From an optimization exercise on the open Yosys and OpenROAD flow, aimed at small area, a short achievable clock period and few clock cycles per item; shortcuts taken in it are not production practice. At most, simulation tests tie the RTL to the original design; equivalence was not proved. The flow treats the clock pin as an ideal source, which a real chip does not have. Power and IR drop assume default switching activity.

Design Convolution, start of the top module:
module Convolution(clk, rst_n, in_valid, weight_valid,
  In_IFM_1, In_IFM_2, In_IFM_3, In_IFM_4, In_IFM_5, In_IFM_6, In_IFM_7, In_IFM_8, In_IFM_9,
  In_Weight_1, In_Weight_2, In_Weight_3, In_Weight_4, In_Weight_5, In_Weight_6, In_Weight_7, In_Weight_8, In_Weight_9,
  out_valid, Out_OFM);
export LEC_CHECK = 0
export ABC_CLOCK_PERIOD_IN_PS = 2000
export CAP_MARGIN = 20
export CORE_MARGIN = 2
export CORE_UTILIZATION = 60
export PLACE_DENSITY = 0.7
export SLEW_MARGIN = 20
export SYNTH_HIERARCHICAL = 1
create_clock -name core_clock -period 8.0 [get_ports {clk}]
standard.sh (not shown) runs the stock make flow with config.mk's settings and CLKGATE_MAP_FILE= SYNTH_SCRIPT=/design/flow/synth_recipe.tcl, a recipe that flattens the netlist after the stock synthesis.
==> flow/flow/run.sh <==
#!/bin/bash
# Own flow: the standard ORFS flow (standard synthesis, same steps), with
#  - port buffers of a plain small buffer cell (every input and output port still gets one),
#  - a tighter setup-slack target for the resizer's timing repair.
# Each tool's full output goes to flow_*.log in this folder; ORFS's own per-step logs stay
# under orfs/logs/.
set -euo pipefail
MARGIN=$(cat flow/margin.txt 2>/dev/null || echo 5.4)
export BUFFER_PORTS_ARGS="-buffer_cell sky130_fd_sc_hd__buf_1"
bash standard.sh SETUP_SLACK_MARGIN=$MARGIN finish > flow_orfs.log 2>&1
==> flow/flow/margin.txt <==
5.2
The starting point finished clean.
Rerun with:
--- a/flow/design.v
+++ b/flow/design.v
@@ -25,41 +25,57 @@
 output [20:0] Out_OFM;
 reg [7:0] x1, w1;
 reg [7:0] x2, w2;
 reg [7:0] x3, w3;
 reg [7:0] x4, w4;
 reg [7:0] x5, w5;
 reg [7:0] x6, w6;
 reg [7:0] x7, w7;
 reg [7:0] x8, w8;
 reg [7:0] x9, w9;
+wire [7:0] wn1;
+wsel #(.N(8)) u_wsel1(.s(weight_valid), .a(In_Weight_1), .b(w1), .y(wn1));
+wire [7:0] wn2;
+wsel #(.N(8)) u_wsel2(.s(weight_valid), .a(In_Weight_2), .b(w2), .y(wn2));
+wire [7:0] wn3;
+wsel #(.N(8)) u_wsel3(.s(weight_valid), .a(In_Weight_3), .b(w3), .y(wn3));
+wire [7:0] wn4;
+wsel #(.N(8)) u_wsel4(.s(weight_valid), .a(In_Weight_4), .b(w4), .y(wn4));
+wire [7:0] wn5;
+wsel #(.N(8)) u_wsel5(.s(weight_valid), .a(In_Weight_5), .b(w5), .y(wn5));
+wire [7:0] wn6;
+wsel #(.N(8)) u_wsel6(.s(weight_valid), .a(In_Weight_6), .b(w6), .y(wn6));
+wire [7:0] wn7;
+wsel #(.N(8)) u_wsel7(.s(weight_valid), .a(In_Weight_7), .b(w7), .y(wn7));
+wire [7:0] wn8;
+wsel #(.N(8)) u_wsel8(.s(weight_valid), .a(In_Weight_8), .b(w8), .y(wn8));
+wire [7:0] wn9;
+wsel #(.N(8)) u_wsel9(.s(weight_valid), .a(In_Weight_9), .b(w9), .y(wn9));
 always @(posedge clk) begin
   x1 <= In_IFM_1;
   x2 <= In_IFM_2;
   x3 <= In_IFM_3;
   x4 <= In_IFM_4;
   x5 <= In_IFM_5;
   x6 <= In_IFM_6;
   x7 <= In_IFM_7;
   x8 <= In_IFM_8;
   x9 <= In_IFM_9;
-  if (weight_valid) begin
-    w1 <= In_Weight_1;
-    w2 <= In_Weight_2;
-    w3 <= In_Weight_3;
-    w4 <= In_Weight_4;
-    w5 <= In_Weight_5;
-    w6 <= In_Weight_6;
-    w7 <= In_Weight_7;
-    w8 <= In_Weight_8;
-    w9 <= In_Weight_9;
-  end
+  w1 <= wn1;
+  w2 <= wn2;
+  w3 <= wn3;
+  w4 <= wn4;
+  w5 <= wn5;
+  w6 <= wn6;
+  w7 <= wn7;
+  w8 <= wn8;
+  w9 <= wn9;
 end
 reg [3:0] vld;
 always @(posedge clk or negedge rst_n)
   if (!rst_n) vld <= 4'd0;
   else vld <= {vld[2:0], in_valid};
 assign out_valid = vld[3];
 reg k1_879;
 reg k1_880;
 reg k1_881;
 reg k1_882;
@@ -2102,20 +2118,27 @@
 reg [19:0] ofm;
 always @(posedge clk) ofm <= {hi, ~{s1263,k2_1232,k2_1231,k2_1230,k2_1229,k2_1228,k2_1227}};
 assign Out_OFM = {1'd0, ofm};
 endmodule
 module fa(a, b, c, s, co);
 input a, b, c;
 output s, co;
 assign s = a ^ b ^ c;
 assign co = (a & b) | (a & c) | (b & c);
 endmodule
+module wsel(s, a, b, y);
+parameter N = 8;
+input s;
+input [N-1:0] a, b;
+output [N-1:0] y;
+assign y = s ? a : b;
+endmodule
 module cpa(a, b, s);
 parameter N = 16;
 input [N-1:0] a, b;
 output [N-1:0] s;
 localparam LV = $clog2(N);
 wire [(LV+1)*N-1:0] g, p;
 assign g[N-1:0] = ~a & ~b;
 assign p[N-1:0] = a ^ b;
 genvar l, i;
 generate
What happened: Clock skew is about the same; final area came out lower by a few percent; routed wire length is about the same; setup slack is better by 0.045 ns; total power stays flat; non-clock buffer count came out lower by 84; first-iteration DRC count came out higher by a little under a tenth; die area came out higher slightly; synthesized area came out higher slightly; sequential share of layout area came out lower by 1.3 points.
Function was not checked in any run of this note: the RTL went through the layout flow alone.


Another version of the RTL of Convolution (not shown whole).
For scale: about 1800 cells after synthesis, roughly 340 flip-flops, roughly 170 I/O pins, roughly 23000 um2 of cells after synthesis.
==> module cpa, before the edit <==
module cpa(a, b, s);
parameter N = 16;
parameter LV = 4;   
input [N-1:0] a, b;
output [N-1:0] s;
wire [(LV+1)*N-1:0] g, p;
assign g[N-1:0] = {a[N-1:1] & b[N-1:1], a[0] | b[0]};   
assign p[N-1:0] = a ^ b;
genvar l, i;
generate
  for (l = 0; l < LV; l = l + 1) begin : lvl
    for (i = 0; i < N; i = i + 1) begin : bt
      if ((i >> l) % 2 == 1) begin : op
        assign g[(l+1)*N+i] = g[l*N+i] | (p[l*N+i] & g[l*N+((i>>l)<<l)-1]);
        assign p[(l+1)*N+i] = p[l*N+i] & p[l*N+((i>>l)<<l)-1];
      end else begin : pass
        assign g[(l+1)*N+i] = g[l*N+i];
        assign p[(l+1)*N+i] = p[l*N+i];
      end
    end
  end
endgenerate
assign s = ~(p[N-1:0] ^ {g[LV*N+N-2:LV*N], 1'b1});
endmodule
clock: 8.0 ns
lec_check: 0
abc_clock_period_in_ps: 2000
cap_margin: 20
core_margin: 2
core_utilization: 60
cts_cluster_diameter: 100
cts_cluster_size: 20
place_density: 0.7
slew_margin: 20
synth_hierarchical: 1
==> flow/flow/run.sh <==
#!/bin/bash
# Own flow: the standard ORFS flow (standard synthesis, same steps and scripts), with
#  - port buffers of a plain small buffer cell (every input and output port still gets one),
#  - a tighter setup-slack target for the resizer's timing repair (flow/margin.txt),
#  - optionally (flow/post_cts.tcl) a step after clock-tree synthesis that sizes down cells
#    that are faster than needed, keeping the same setup-slack target.
# Each tool's full output goes to flow_orfs.log in this folder; ORFS's per-step logs stay
# under orfs/logs/.
set -euo pipefail
MARGIN=$(cat flow/margin.txt 2>/dev/null || echo 5.0)
export BUFFER_PORTS_ARGS="-buffer_cell sky130_fd_sc_hd__buf_1"
if [[ -f flow/post_cts.tcl ]]; then
  export POST_CTS_TCL=$PWD/flow/post_cts.tcl
fi
export OWN_MARGIN=$MARGIN
bash standard.sh SETUP_SLACK_MARGIN=$MARGIN finish > flow_orfs.log 2>&1
==> flow/flow/post_cts.tcl <==
# After clock-tree synthesis and its timing repair: size down cells on paths with more
# setup slack than the target, then legalise the placement again.
estimate_parasitics -placement
repair_timing -recover_power 100 -setup_margin $::env(OWN_MARGIN) -verbose
detailed_placement
check_placement -verbose
Scripts as last shown in full above: flow/flow/margin.txt
Testbench counts at the start, summed over its fixed seeds: cycles 824, items 800.
==> next run, changes <==
--- a/flow/design.v
+++ b/flow/design.v
@@ -2137,9 +2137,9 @@
 parameter LV = 4;   
 input [N-1:0] a, b;
 output [N-1:0] s;
 wire [(LV+1)*N-1:0] g, p;
-assign g[N-1:0] = {a[N-1:1] & b[N-1:1], a[0] | b[0]};   
+assign g[N-1:0] = ~a & ~b;
 assign p[N-1:0] = a ^ b;
 genvar l, i;
 generate
   for (l = 0; l < LV; l = l + 1) begin : lvl
@@ -2153,6 +2153,6 @@
       end
     end
   end
 endgenerate
-assign s = ~(p[N-1:0] ^ {g[LV*N+N-2:LV*N], 1'b1});
+assign s = p[N-1:0] ^ {g[LV*N+N-2:LV*N], 1'b0};
 endmodule
Effect: The new run completed with no timing, DRC or antenna violations. Sequential share of layout area barely changes. Design area stays flat. Sequential cell count is unchanged. Die area hardly moves. Worst hold slack is worse by 0.0065 ns. Cell count went up by 0.77%.
For the second run of this note, only the layout was checked, not whether the RTL still works.

[static timing again, ports no longer ideal]
Ports are ideal in the flow. The routed layouts listed here were re-timed in OpenROAD. Step 1, drivers: a clkbuf_16 drives clk and a buf_2 each remaining input, both assumed. Step 2 also shifts input and output timing later by t, the mid clock arrival at the registers, as if the neighbouring blocks saw the same clock. Three values: ideal, step 1, step 2; two values: the first two.
| run | shift t [ns] | setup slack, ns | latest minus earliest clock arrival (ns) |
|---|---|---|---|
| the first run of note 1 | 0.615 | 5.160 / 5.160 / 5.160 | 0.015 / 0.015 |
| the second run of note 1 | 0.621 | 5.205 / 5.205 / 4.806 | 0.017 / 0.017 |
| the first run of note 2 | 0.607 | 5.222 / 5.222 / 4.793 | 0.037 / 0.037 |
| the second run of note 2 | 0.601 | 5.180 / 5.180 / 4.793 | 0.014 / 0.014 |
After both steps setup and hold are still met in every run listed. The setup slack of the first run of note 2, which loses most, moves by 0.000 ns with the drivers and by -0.429 ns with both steps.
